Context: an optimization exercise on an open-source flow, tuned for small area and a short achievable clock period. The choices shown serve that exercise and are no tape-out recipe. RTL that was checked went through simulation tests only; none was proved equivalent to the original. Power and IR drop assume default switching activity.

// tanh9slices
module tanh9slices (
    input wire clk,
    input wire rst_n,
    input wire signed [15:0] x0_in,
    input wire signed [15:0] x1_in,
    input wire valid_in,
    output wire signed [15:0] y0_out,
    output wire signed [15:0] y1_out,
    output reg valid_out
);
Size: ~830 cells after synthesis, ~130 flip-flops, about 68 I/O pins, ~0.0076 mm^2 of cells after synthesis.
Settings: LEC_CHECK=0, CAP_MARGIN=20, CORE_MARGIN=2, CORE_UTILIZATION=40, SLEW_MARGIN=20; clock period 8.0 ns.
standard.sh (not shown) runs the stock make flow with config.mk's settings and CLKGATE_MAP_FILE= SYNTH_SCRIPT=/design/flow/synth_recipe.tcl, a recipe that flattens the netlist after the stock synthesis.
==> flow/flow/run.sh <==
#!/bin/bash
set -euo pipefail
mapfile -t KNOBS < <(grep -v '^\s*$' flow/knobs.txt)
bash standard.sh "${KNOBS[@]}" finish > flow_make.log 2>&1
==> flow/flow/knobs.txt <==
SETUP_SLACK_MARGIN=5.5
CTS_ARGS=-sink_clustering_enable -repair_clock_nets -root_buf sky130_fd_sc_hd__clkbuf_16 -buf_list sky130_fd_sc_hd__clkbuf_8 -sink_clustering_size 25 -sink_clustering_max_diameter 80 -dont_use_dummy_load
BUFFER_PORTS_ARGS=-buffer_cell sky130_fd_sc_hd__buf_1
MATCH_CELL_FOOTPRINT=0
The first run went through all stages and came out clean.
Change:
==> flow/flow/knobs.txt (replaced) <==
SETUP_SLACK_MARGIN=5.55
CTS_ARGS=-sink_clustering_enable -repair_clock_nets -buf_list sky130_fd_sc_hd__clkbuf_8 -dont_use_dummy_load
BUFFER_PORTS_ARGS=-buffer_cell sky130_fd_sc_hd__buf_1
MATCH_CELL_FOOTPRINT=0
Count of clock-buffer cells in the layout is unchanged.
Via count falls by 1.4%.
Sequential power rises by about 0.6%.
Synthesized area does not change.
Wire length rises by 0.88%.
Worst setup slack is worse by 0.075 ns.
Clock skew rises by 0.0039 ns.
Die area does not change.
Synthesized cell count stays the same.
Final area rises by 2.0%.
Change:
==> flow/flow/knobs.txt (replaced) <==
SETUP_SLACK_MARGIN=5.55
CTS_ARGS=-sink_clustering_enable -repair_clock_nets -root_buf sky130_fd_sc_hd__clkbuf_16 -buf_list sky130_fd_sc_hd__clkbuf_8 -dont_use_dummy_load
BUFFER_PORTS_ARGS=-buffer_cell sky130_fd_sc_hd__buf_1
MATCH_CELL_FOOTPRINT=0
The changed run produced a clean layout.
Sequential power stays flat.
Clock-buffer cell count stays the same.
First-iteration DRC count increases by 14%.
Change:
==> flow/flow/knobs.txt (replaced) <==
SETUP_SLACK_MARGIN=5.45
CTS_ARGS=-sink_clustering_enable -repair_clock_nets -buf_list sky130_fd_sc_hd__clkbuf_8 -dont_use_dummy_load
BUFFER_PORTS_ARGS=-buffer_cell sky130_fd_sc_hd__buf_1
Result: Cell count stays flat; sequential power barely changes; count of clock-buffer cells in the layout is unchanged.

Another version of the RTL of tanh9slices (not shown whole).
Size in the first run: about 140 flip-flops, about 68 I/O pins.
==> flow/design.v (excerpt) <==
module tanh9slices (
    input wire clk,
    input wire rst_n,
    input wire signed [15:0] x0_in,
    input wire signed [15:0] x1_in,
    input wire valid_in,
    output wire signed [15:0] y0_out,
    output wire signed [15:0] y1_out,
    output reg valid_out
);
Settings: LEC_CHECK=0, CAP_MARGIN=20, CORE_MARGIN=2, CORE_UTILIZATION=40, SLEW_MARGIN=20; clock period 8.0 ns.
==> flow/flow/knobs.txt <==
SETUP_SLACK_MARGIN=5.6
CTS_BUF_LIST=sky130_fd_sc_hd__clkbuf_16
CTS_CLUSTER_SIZE=30
CTS_CLUSTER_DIAMETER=100
BUFFER_PORTS_ARGS=-buffer_cell sky130_fd_sc_hd__buf_2
Scripts as last shown in full above: flow/flow/run.sh
Rerun with:
==> flow/flow/knobs.txt (replaced) <==
SETUP_SLACK_MARGIN=5.6
CTS_BUF_LIST=sky130_fd_sc_hd__clkbuf_8
BUFFER_PORTS_ARGS=-buffer_cell sky130_fd_sc_hd__buf_2
CORE_UTILIZATION=65
PLACE_DENSITY=0.75
=> Global-route usage rose by 10 points. Via count goes up by 3.9%. Routed wire length goes up by 0.30%. Register-to-register slack improves by 20 ps. Setup slack is worse by 49 ps. Worst hold slack is better by 31 ps. Die area falls by about 38%.
Rerun with:
--- a/flow/flow/knobs.txt
+++ b/flow/flow/knobs.txt
@@ -4,2 +3,0 @@
-CORE_UTILIZATION=65
-PLACE_DENSITY=0.75
After rerunning: Setup slack improves by 27 ps. Sequential share of layout area falls by 0.27 points. Final area went up slightly. Utilization came out lower by 28 points. Die area goes up by well over a third. Clock power rose slightly. Power drops slightly. Wire length came out lower slightly. Flip-flop and latch count does not change. Non-clock buffer count came out lower by 2. Register-to-register slack stays flat.
Rerun with:
--- a/flow/flow/knobs.txt
+++ b/flow/flow/knobs.txt
@@ -2,0 +3 @@
+CTS_CLUSTER_SIZE=20
What happened:
- clock power barely changes
- global-route usage is unchanged
- routed wire length stays the same
- count of clock-buffer cells in the layout does not change
- combinational power stays flat
- register-to-register slack stays flat
- design area does not change
- clock skew stays the same
- sequential power stays flat
- area after synthesis is unchanged
- cell count is unchanged
Rerun with:
==> flow/flow/run.sh (replaced) <==
#!/bin/bash
set -euo pipefail
MARGIN=$(cat flow/margin.txt)
bash standard.sh SETUP_SLACK_MARGIN=$MARGIN finish > flow_make.log 2>&1
==> flow/flow/margin.txt (new file) <==
5.6
removed: flow/flow/knobs.txt
Die area is unchanged.
Global-route usage went down by 0.41 points.
Via count is about the same.
Routed wire length hardly moves.
Clock power went up by about 40%.
Final cell count barely changes.
Register-to-register slack is worse by 140 ps.
Clock skew went down by 4.2 ps.
Clock-buffer cell count went down by 1.
Power went up by 8.8%.

build 80:
tanh9slices, a different RTL version from the one above (not shown whole).
For scale: about 840 cells after synthesis, about 68 I/O pins, ~7700 µm² of cells after synthesis.
==> flow/config.mk <==
export PLATFORM = sky130hd
export DESIGN_NAME = tanh9slices
export DESIGN_NICKNAME = tanh9slices
export VERILOG_FILES = /design/flow/design.v
export SDC_FILE = /design/flow/constraint.sdc
export NUM_CORES = 4
export LEC_CHECK = 0
export CAP_MARGIN = 20
export CORE_MARGIN = 2
export CORE_UTILIZATION = 40
export SLEW_MARGIN = 20
==> flow/constraint.sdc <==
create_clock -name core_clock -period 8.0 [get_ports {clk}]
set_input_delay 1.6000 -clock core_clock [delete_from_list [all_inputs] [get_ports {clk}]]
set_output_delay 1.6000 -clock core_clock [all_outputs]
set_load 0.01 [all_outputs]
==> flow/flow/run.sh <==
#!/bin/bash
set -euo pipefail
mapfile -t KNOBS < <(grep -v '^\s*$' flow/knobs.txt)
bash standard.sh "${KNOBS[@]}" finish > flow_make.log 2>&1
==> flow/flow/knobs.txt <==
SETUP_SLACK_MARGIN=5.4
CTS_ARGS=-sink_clustering_enable -repair_clock_nets -buf_list sky130_fd_sc_hd__clkbuf_8 -dont_use_dummy_load
BUFFER_PORTS_ARGS=-buffer_cell sky130_fd_sc_hd__buf_1
Modified inputs, build 78 compared to build 80
--- a/flow/flow/run.sh
+++ b/flow/flow/run.sh
@@ -4 +4 @@
-bash standard.sh "${KNOBS[@]}" finish > flow_make.log 2>&1
+bash standard.sh "${KNOBS[@]}" "PRE_GLOBAL_PLACE_TCL=$PWD/flow/ports.tcl" finish > flow_make.log 2>&1
==> flow/flow/knobs.txt <==
SETUP_SLACK_MARGIN=5.5
CTS_ARGS=-sink_clustering_enable -repair_clock_nets -root_buf sky130_fd_sc_hd__clkbuf_16 -buf_list sky130_fd_sc_hd__clkbuf_8 -dont_use_dummy_load
BUFFER_PORTS_ARGS=-inputs -buffer_cell sky130_fd_sc_hd__buf_1
==> flow/flow/ports.tcl (new file) <==
# Buffer the output ports (ORFS's buffer_ports call then buffers the inputs).
buffer_ports -outputs -buffer_cell sky130_fd_sc_hd__buf_2
==> run summary <==
- Build 78 vs build 80 — total via count in the routed design dropped slightly
- Cmp build 78 and build 80 / proportion of power drawn by combinational gates / higher: build 80
- Compared with build 80, in build 78 total power draw saw a decrease, smallest setup slack after layout rose 65 ps, required time of the critical path rose by 1840 ps, post-synthesis to final-layout area growth -1.2 points, maximum achievable frequency rose 10 MHz.
Here is what was changed in the inputs of build 6 compared with build 78.
==> flow/flow/knobs.txt <==
SETUP_SLACK_MARGIN=5.4
CTS_ARGS=-sink_clustering_enable -repair_clock_nets -root_buf sky130_fd_sc_hd__clkbuf_16 -buf_list sky130_fd_sc_hd__clkbuf_4 -dont_use_dummy_load
BUFFER_PORTS_ARGS=-inputs -buffer_cell sky130_fd_sc_hd__buf_1
### Flow results
Having completed the whole flow, build 6 delivered a layout that passed the timing, design-rule and antenna checks. Any difference in placed instance area between build 78 and build 6 is small enough to ignore. Diff build 78..build 6 | aggregate global-route resource usage | negligible. Summary of build 6 over build 78: routed length on met1 roughly the same, final hold slack lower.
Here is what was changed in the inputs of build 68 compared with build 6.
==> flow/flow/knobs.txt <==
SETUP_SLACK_MARGIN=5.4
CTS_ARGS=-sink_clustering_enable -repair_clock_nets -root_buf sky130_fd_sc_hd__clkbuf_16 -buf_list sky130_fd_sc_hd__clkbuf_8 -dont_use_dummy_load
BUFFER_PORTS_ARGS=-inputs -buffer_cell sky130_fd_sc_hd__buf_1
### Flow results
- No run among build 68 and build 6 stopped early or left any final violation; all are clean.
- Final-layout fill cell count: build 68 vs build 6 down about 0.64%
- Design area delta (build 68 − build 6): unfavourable
- Routed wire length (lower): build 6
- Global-route wire length before repair delta (build 6 -> build 68): insignificant
- Core util | build 68 vs build 6 | build 68 higher
- Changes observed in build 68 relative to build 6: routed length on met2 rose about 1%; global-route usage about even; die area about even; total number of vias fell 34.
- Destination of the critical timing path = lane1.s2_b[11]: build 68; destination of the critical timing path = lane0.s2_b[14]: build 6
- Relative to build 6, build 68 improves final critical-path setup slack.
### build 68 -> build 17
==> flow/flow/run.sh <==
#!/bin/bash
set -euo pipefail
mapfile -t KNOBS < <(grep -v '^\s*$' flow/knobs.txt)
bash standard.sh "${KNOBS[@]}" finish > flow_make.log 2>&1
==> flow/flow/knobs.txt <==
SETUP_SLACK_MARGIN=5.4
CTS_ARGS=-sink_clustering_enable -repair_clock_nets -buf_list sky130_fd_sc_hd__clkbuf_8 -dont_use_dummy_load
BUFFER_PORTS_ARGS=-buffer_cell sky130_fd_sc_hd__buf_2
removed: flow/flow/ports.tcl
Power (lower): build 68
Diff build 68 -> build 17: weighted congestion reported at the end of routability-driven placement higher; internal power component has increased; maximum achievable frequency fell 9.0 MHz; global-route usage shows a reduction of 0.19 points.
The final cell count number comes out lower for build 68 vs build 17.
Going from build 68 to build 17, via count of the first global-routing pass flat, time the worst path needs with I/O delays and setup up 56 ps, number of antenna violations at the first check in global routing flat.
As far as final global-route overflow total goes, build 17 and build 68 are indistinguishable; the numbers are identical.
Against build 68, build 17 reports a required time of the critical path that is lower.
Build 17 reached the end of the flow, and the finished layout is clean on the timing, design-rule and antenna checks.

RTL: one of the versions met above, not the one the previous note started from.
Size in the first run: about 130 flip-flops, roughly 68 I/O pins.
Settings: LEC_CHECK=0, CAP_MARGIN=20, CORE_MARGIN=2, CORE_UTILIZATION=40, SLEW_MARGIN=20; clock period 8.0 ns.
==> flow/flow/run.sh <==
#!/bin/bash
set -euo pipefail
mapfile -t KNOBS < <(grep -v '^\s*$' flow/knobs.txt)
bash standard.sh "${KNOBS[@]}" finish > flow_make.log 2>&1
==> flow/flow/knobs.txt <==
SETUP_SLACK_MARGIN=5.4
CTS_ARGS=-sink_clustering_enable -repair_clock_nets -root_buf sky130_fd_sc_hd__clkbuf_16 -buf_list sky130_fd_sc_hd__clkbuf_8 -dont_use_dummy_load
BUFFER_PORTS_ARGS=-buffer_cell sky130_fd_sc_hd__buf_1
MATCH_CELL_FOOTPRINT=0
The baseline went through all stages and came out clean.
Next try:
==> flow/flow/knobs.txt (replaced) <==
SETUP_SLACK_MARGIN=5.5
CTS_ARGS=-sink_clustering_enable -repair_clock_nets -root_buf sky130_fd_sc_hd__clkbuf_16 -buf_list sky130_fd_sc_hd__clkbuf_8 -dont_use_dummy_load
BUFFER_PORTS_ARGS=-buffer_cell sky130_fd_sc_hd__buf_1
MATCH_CELL_FOOTPRINT=0
=> Power is higher by 0.74%; design area came out higher by 0.63%; critical path depth does not change; clock power rises by about 1%; global-route usage goes up by 0.33 points; non-clock buffer count went down by 2; via count came out higher by 1.8%; first-iteration DRC count decreases by 2.7%; worst setup slack gets better by 0.044 ns; worst hold slack gets worse by 0.021 ns; final cell count stays flat.
Next try:
==> flow/flow/knobs.txt (replaced) <==
SETUP_SLACK_MARGIN=5.4
CTS_ARGS=-sink_clustering_enable -repair_clock_nets -buf_list sky130_fd_sc_hd__clkbuf_8 -dont_use_dummy_load
BUFFER_PORTS_ARGS=-buffer_cell sky130_fd_sc_hd__buf_1
Result: The changed run finished with timing, DRC and antenna clean. Register-to-register slack gets worse by 0.11 ns. Clock-buffer cell count stays the same. Setup slack gets worse by 0.060 ns. Global-route usage is lower by 0.29 points. Critical path depth does not change. Combinational power barely changes. Total power is lower slightly. Routed wire length is lower slightly.
Next try:
==> flow/flow/knobs.txt (replaced) <==
SETUP_SLACK_MARGIN=5.45
CTS_ARGS=-sink_clustering_enable -repair_clock_nets -root_buf sky130_fd_sc_hd__clkbuf_16 -buf_list sky130_fd_sc_hd__clkbuf_8 -dont_use_dummy_load
BUFFER_PORTS_ARGS=-buffer_cell sky130_fd_sc_hd__buf_1
MATCH_CELL_FOOTPRINT=0
The new run passed the timing, design-rule and antenna checks.
Wire length hardly moves.
Global-route usage is about the same.
Count of clock-buffer cells in the layout does not change.
Synthesized cell count is unchanged.
Worst setup slack gets better by 0.047 ns.
Cell area is about the same.
Sequential power is about the same.
First-iteration DRC count went up by roughly a tenth.
Register-to-register slack gets better by 0.05 ns.
Total power went up slightly.

## maple
Another version of the RTL of tanh9slices (not shown whole).
Size in the first run: about 940 cells after synthesis.
Settings: LEC_CHECK=0, CAP_MARGIN=20, CORE_MARGIN=2, CORE_UTILIZATION=40, SLEW_MARGIN=20; clock period 8.0 ns.
run.sh (not shown) runs the stock make flow with config.mk's settings and CLKGATE_MAP_FILE= SYNTH_SCRIPT=/design/flow/synth_recipe.tcl, a recipe that flattens the netlist after the stock synthesis.
Stock flow here: none of the scripts above is used.
maple completed every stage of the flow, and the final layout passed the timing, design-rule and antenna checks.
> inputs changed (maple -> oak)
# maple
export LEC_CHECK = 0
export CAP_MARGIN = 20
export CORE_MARGIN = 2
export CORE_UTILIZATION = 40
export SLEW_MARGIN = 20
create_clock -name core_clock -period 8.0 [get_ports {clk}]
# oak
export LEC_CHECK = 0
export CAP_MARGIN = 20
export CORE_MARGIN = 2
export CORE_UTILIZATION = 40
export SETUP_SLACK_MARGIN = 5
export SLEW_MARGIN = 20
create_clock -name core_clock -period 8.0 [get_ports {clk}]
==> comparison <==
Total vias in the final route was higher in the run labelled oak.
Changes observed in oak relative to maple: worst slew margin relative to its limit went up 16 points; area of all placed cells without fillers grew by 4.7%; wire length of the first global-routing pass went up about 1.9%; non-clock buffering overhead in the final layout grew by 1.3 points.
Wire length, oak and maple: smaller value in maple
[compare] base=maple new=oak: met3 usage went down 0.22 points, non-clock buffer count went up about 24%, overall fraction of global-route tracks in use went up 0.31 points.
No run of this note included a check of the RTL's function; only the layout flow was run.

## before
tanh9slices with an RTL version that a note above also has.
Size in the first run: about 830 cells after synthesis, roughly 130 flip-flops, about 7600 sq um of cells after synthesis.
Settings: LEC_CHECK=0, CAP_MARGIN=20, CORE_MARGIN=2, CORE_UTILIZATION=40, SLEW_MARGIN=20; clock period 8.0 ns.
standard.sh (not shown) runs the stock make flow with config.mk's settings and CLKGATE_MAP_FILE= SYNTH_SCRIPT=/design/flow/synth_recipe.tcl, a recipe that flattens the netlist after the stock synthesis.
==> flow/flow/knobs.txt <==
SETUP_SLACK_MARGIN=5.5
CTS_ARGS=-sink_clustering_enable -repair_clock_nets -buf_list sky130_fd_sc_hd__clkbuf_8 -dont_use_dummy_load
BUFFER_PORTS_ARGS=-buffer_cell sky130_fd_sc_hd__buf_1
Scripts as last shown in full above: flow/flow/run.sh
The final layout from before, which completed every stage, passed the timing, design-rule and antenna checks at the end of the flow.
Here is what was changed in the inputs of after compared with before.
==> flow/flow/knobs.txt <==
SETUP_SLACK_MARGIN=5.45
CTS_ARGS=-sink_clustering_enable -repair_clock_nets -buf_list sky130_fd_sc_hd__clkbuf_8 -dont_use_dummy_load
BUFFER_PORTS_ARGS=-buffer_cell sky130_fd_sc_hd__buf_1
MATCH_CELL_FOOTPRINT=0
Findings:
Max first-pass GRT wire length across before and after: before. On worst setup slack: between before and after, it ends up higher for after. Between before and after, the cell area after layout is lower for after.

[port drivers added, routing unchanged]
Ports are ideal in the flow. The routed layouts listed here were re-timed in OpenROAD. Step 1, drivers: a clkbuf_16 drives clk and a buf_2 each remaining input, both assumed. Step 2 times the ports against the registers' clock, not the clock port: input delays grow and output delays shrink by t, the midpoint of the rising clock arrivals with the driver on. a / b / c = ideal ports / drivers / drivers and shift; a / b = the first two.
run | shift t [ns] | setup slack, ns | clock arrival spread, ns | worst register clock-pin slew, ns | cell pins on the clock port's net
the first run of note 1 | 0.399 | 5.527 / 5.485 / 5.201 | 0.027 / 0.027 | 0.08 / 0.08 | 1
the second run of note 1 | 0.470 | 5.452 / 5.415 / 5.175 | 0.025 / 0.025 | 0.08 / 0.08 | 1
the third run of note 1 | 0.402 | 5.530 / 5.488 / 5.178 | 0.025 / 0.024 | 0.08 / 0.08 | 1
the fourth run of note 1 | 0.461 | 5.468 / 5.430 / 5.198 | 0.030 / 0.030 | 0.08 / 0.08 | 1
the first run of note 2 | 0.452 | 5.501 / 5.460 / 5.285 | 0.009 / 0.009 | 0.06 / 0.06 | 1
the second run of note 2 | 0.493 | 5.451 / 5.413 / 5.216 | 0.024 / 0.024 | 0.10 / 0.10 | 1
the third run of note 2 | 0.472 | 5.478 / 5.438 / 5.272 | 0.018 / 0.018 | 0.09 / 0.09 | 1
the fourth run of note 2 | 0.472 | 5.478 / 5.438 / 5.272 | 0.018 / 0.018 | 0.09 / 0.09 | 1
the fifth run of note 2 | 0.458 | 5.488 / 5.446 / 5.211 | 0.013 / 0.013 | 0.07 / 0.07 | 1
build 80 | 0.477 | 5.449 / 5.409 / 5.192 | 0.032 / 0.032 | 0.08 / 0.08 | 1
build 78 | 0.404 | 5.514 / 5.514 / 5.240 | 0.026 / 0.026 | 0.08 / 0.08 | 1
build 6 | 0.393 | 5.425 / 5.425 / 5.197 | 0.051 / 0.052 | 0.12 / 0.12 | 1
build 68 | 0.400 | 5.525 / 5.510 / 5.198 | 0.034 / 0.034 | 0.08 / 0.08 | 1
build 17 | 0.471 | 5.469 / 5.431 / 5.174 | 0.025 / 0.025 | 0.08 / 0.08 | 1
the first run of note 4 | 0.395 | 5.483 / 5.442 / 5.198 | 0.029 / 0.030 | 0.08 / 0.08 | 1
the second run of note 4 | 0.399 | 5.527 / 5.485 / 5.201 | 0.027 / 0.027 | 0.08 / 0.08 | 1
the third run of note 4 | 0.459 | 5.467 / 5.429 / 5.199 | 0.030 / 0.030 | 0.08 / 0.08 | 1
the fourth run of note 4 | 0.394 | 5.514 / 5.474 / 5.199 | 0.030 / 0.030 | 0.08 / 0.08 | 1
maple | 0.457 | 4.306 / 4.306 / 4.192 | 0.007 / 0.007 | 0.06 / 0.06 | 1
oak | 0.459 | 4.968 / 4.968 / 4.655 | 0.006 / 0.005 | 0.06 / 0.06 | 1
before | 0.468 | 5.450 / 5.413 / 5.202 | 0.028 / 0.027 | 0.08 / 0.08 | 1
after | 0.460 | 5.469 / 5.431 / 5.198 | 0.029 / 0.030 | 0.08 / 0.08 | 1
After both steps setup and hold are still met in every run listed. For the third run of note 1, which loses most, drivers alone change the setup slack by -0.042 ns; drivers and shift together by -0.352 ns.
